Source: an optimization exercise on an open RTL-to-GDS flow (aim: small area). Production flows keep margins and buffers that such runs may drop.
In this exercise RTL edits were held to simulation tests only and were not proved equivalent to the original.

## the previous run
Design sauria_sa_top, start of the top module:
module sauria_sa_top #(
    parameter X = 4,
    parameter Y = 4,
    parameter IA_W = 8,
    parameter IB_W = 8,
    parameter OC_W = 32,
    parameter TH_W = 2,
    parameter MULT_RES_MASK_W = 12,
    parameter MULT_APPR_MASK_W = 8
)(
    input  logic                        i_clk,
    input  logic                        i_rstn,
    input  logic [Y*IA_W-1:0]           i_a_arr,         
    input  logic [X*IB_W-1:0]           i_b_arr,         
    input  logic [Y*OC_W-1:0]           i_c_arr,         
    input  logic                        i_reg_clear,
    input  logic                        i_pipeline_en,
    input  logic [X-1:0]                i_cswitch_arr,   
    input  logic                        i_cscan_en,
    input  logic [TH_W-1:0]             i_thres,
    input  logic [MULT_RES_MASK_W-1:0]  i_mult_res_mask,
    input  logic [MULT_APPR_MASK_W-1:0] i_mult_appr_mask,
    output logic [Y*OC_W-1:0]           o_c_arr          
);
Size: ~11,000 cells after synthesis, about 350 I/O pins.
export LEC_CHECK = 0
export CAP_MARGIN = 20
export CORE_MARGIN = 2
export CORE_UTILIZATION = 50
export PLACE_DENSITY = 0.64
export SLEW_MARGIN = 20
create_clock -name core_clock -period 8.0 [get_ports {i_clk}]
standard.sh (not shown) runs the stock make flow with config.mk's settings and CLKGATE_MAP_FILE= SYNTH_SCRIPT=/design/flow/synth_recipe.tcl, a recipe that flattens the netlist after the stock synthesis.
==> flow/flow/run.sh <==
#!/bin/bash
# The standard layout (the standard.sh, standard synthesis unchanged),
# with the smallest buffer on the ports, yosys/abc buffers removed instead of
# an early timing repair on the unplaced netlist, and a clock tree of
# mid-size buffers without dummy loads. make's full output goes to
# standard.log.
set -euo pipefail
bash standard.sh finish \
  "REMOVE_ABC_BUFFERS=1" \
  "BUFFER_PORTS_ARGS=-buffer_cell sky130_fd_sc_hd__buf_1" \
  "CTS_ARGS=-sink_clustering_enable -repair_clock_nets -dont_use_dummy_load -buf_list sky130_fd_sc_hd__clkbuf_8 -sink_clustering_size 18 -sink_clustering_max_diameter 45" \
  > standard.log 2>&1
The following lists how the current run was set up differently from the previous run:
diff --git a/flow/flow/run.sh b/flow/flow/run.sh
--- a/flow/flow/run.sh
+++ b/flow/flow/run.sh
@@ -10,3 +10,3 @@
   "BUFFER_PORTS_ARGS=-buffer_cell sky130_fd_sc_hd__buf_1" \
-  "CTS_ARGS=-sink_clustering_enable -repair_clock_nets -dont_use_dummy_load -buf_list sky130_fd_sc_hd__clkbuf_8 -sink_clustering_size 18 -sink_clustering_max_diameter 45" \
+  "CTS_ARGS=-sink_clustering_enable -repair_clock_nets -dont_use_dummy_load -buf_list sky130_fd_sc_hd__clkbuf_8 -sink_clustering_size 20 -sink_clustering_max_diameter 50" \
   > standard.log 2>&1
diff --git a/flow/config.mk b/flow/config.mk
--- a/flow/config.mk
+++ b/flow/config.mk
@@ -9,4 +9,4 @@
 export CORE_MARGIN = 2
-export CORE_UTILIZATION = 50
-export PLACE_DENSITY = 0.64
+export CORE_UTILIZATION = 52
+export PLACE_DENSITY = 0.66
 export SLEW_MARGIN = 20
Notes after the runs:
From the previous run to the current run the numbers moved as follows: final critical-path required period +0.012 ns, number of antenna violations at the first check in global routing went up, cell area after layout fell by about 0.47%.
In the current run, the multi-input combinational area share came out 0.26 points above the value in the previous run.

---

sauria_sa_top, a different RTL version from the one above (not shown whole).
Size in the first run: roughly 11000 cells after synthesis, roughly 1600 flip-flops, about 350 I/O pins, ~0.10 mm² of cells after synthesis.
Design sauria_sa_top, start of the top module:
module sauria_sa_top #(
    parameter X = 4,
    parameter Y = 4,
    parameter IA_W = 8,
    parameter IB_W = 8,
    parameter OC_W = 32,
    parameter TH_W = 2,
    parameter MULT_RES_MASK_W = 12,
    parameter MULT_APPR_MASK_W = 8
)(
    input  logic                        i_clk,
    input  logic                        i_rstn,
    input  logic [Y*IA_W-1:0]           i_a_arr,         
    input  logic [X*IB_W-1:0]           i_b_arr,         
    input  logic [Y*OC_W-1:0]           i_c_arr,         
    input  logic                        i_reg_clear,
    input  logic                        i_pipeline_en,
    input  logic [X-1:0]                i_cswitch_arr,   
    input  logic                        i_cscan_en,
    input  logic [TH_W-1:0]             i_thres,
    input  logic [MULT_RES_MASK_W-1:0]  i_mult_res_mask,
    input  logic [MULT_APPR_MASK_W-1:0] i_mult_appr_mask,
    output logic [Y*OC_W-1:0]           o_c_arr          
);
==> flow/config.mk <==
export PLATFORM = sky130hd
export DESIGN_NAME = sauria_sa_top
export DESIGN_NICKNAME = sauria_sa_top
export VERILOG_FILES = /design/flow/design.v
export SDC_FILE = /design/flow/constraint.sdc
export NUM_CORES = 4
export LEC_CHECK = 0
export CAP_MARGIN = 20
export CORE_MARGIN = 2
export CORE_UTILIZATION = 48
export PLACE_DENSITY = 0.62
export SLEW_MARGIN = 20
==> flow/constraint.sdc <==
create_clock -name core_clock -period 8.0 [get_ports {i_clk}]
set_input_delay 1.6000 -clock core_clock [delete_from_list [all_inputs] [get_ports {i_clk}]]
set_output_delay 1.6000 -clock core_clock [all_outputs]
set_load 0.01 [all_outputs]
==> flow/flow/run.sh <==
#!/bin/bash
# The standard layout (the standard.sh, standard synthesis unchanged),
# with the smallest buffer on the ports, yosys/abc buffers removed instead of
# an early timing repair on the unplaced netlist, and a clock tree of
# mid-size buffers without dummy loads. make's full output goes to
# standard.log.
set -euo pipefail
bash standard.sh finish \
  "REMOVE_ABC_BUFFERS=1" \
  "BUFFER_PORTS_ARGS=-buffer_cell sky130_fd_sc_hd__buf_1" \
  "CTS_ARGS=-sink_clustering_enable -repair_clock_nets -dont_use_dummy_load -buf_list sky130_fd_sc_hd__clkbuf_8 -sink_clustering_size 20 -sink_clustering_max_diameter 50" \
  > standard.log 2>&1
The baseline completed with no timing, DRC or antenna violations.
Next try:
CORE_UTILIZATION = 52   (was 48)
PLACE_DENSITY = 0.66   (was 0.62)
Outcome:
- The new run ran to the end with no violations
- non-clock buffer count went down by 6
- utilization went up by 4.1 points
- via count went up by 0.47%
- first-iteration DRC count went up by 1.4%
- die area went down by 7.6%

-- what the ideal ports hide --
No port has a modelled driver above. Below, the same layouts with a new extraction and two added sets of constraints.
Step 1 assumes that a clkbuf_16 drives the clock port and a buf_2 every other input.
Step 2 times the ports against the registers' clock, not the clock port: input delays grow and output delays shrink by t, the midpoint of the rising clock arrivals with the driver on.
Slacks: ideal ports / drivers / drivers and shift; pairs: ideal ports / drivers.
run | shift t [ns] | setup slack, ns | hold WS [ns] | worst setup path at the end | clock arrival spread, ns
the previous run | 1.044 | 1.101 / 1.121 / 0.077 | 0.416 / 0.416 / 0.416 | input to register | 0.123 / 0.123
the current run | 1.066 | 1.089 / 1.132 / 0.067 | 0.405 / 0.405 / 0.405 | input to register | 0.123 / 0.123
the first run of note 2 | 1.037 | 1.184 / 1.240 / 0.203 | 0.435 / 0.435 / 0.435 | input to register | 0.165 / 0.164
the second run of note 2 | 1.022 | 1.295 / 1.274 / 0.252 | 0.416 / 0.416 / 0.416 | input to register | 0.150 / 0.150
After both steps every run listed still meets setup and hold. The setup slack of the second run of note 2, which loses most, moves by -0.021 ns with the drivers and by -1.043 ns with both steps.
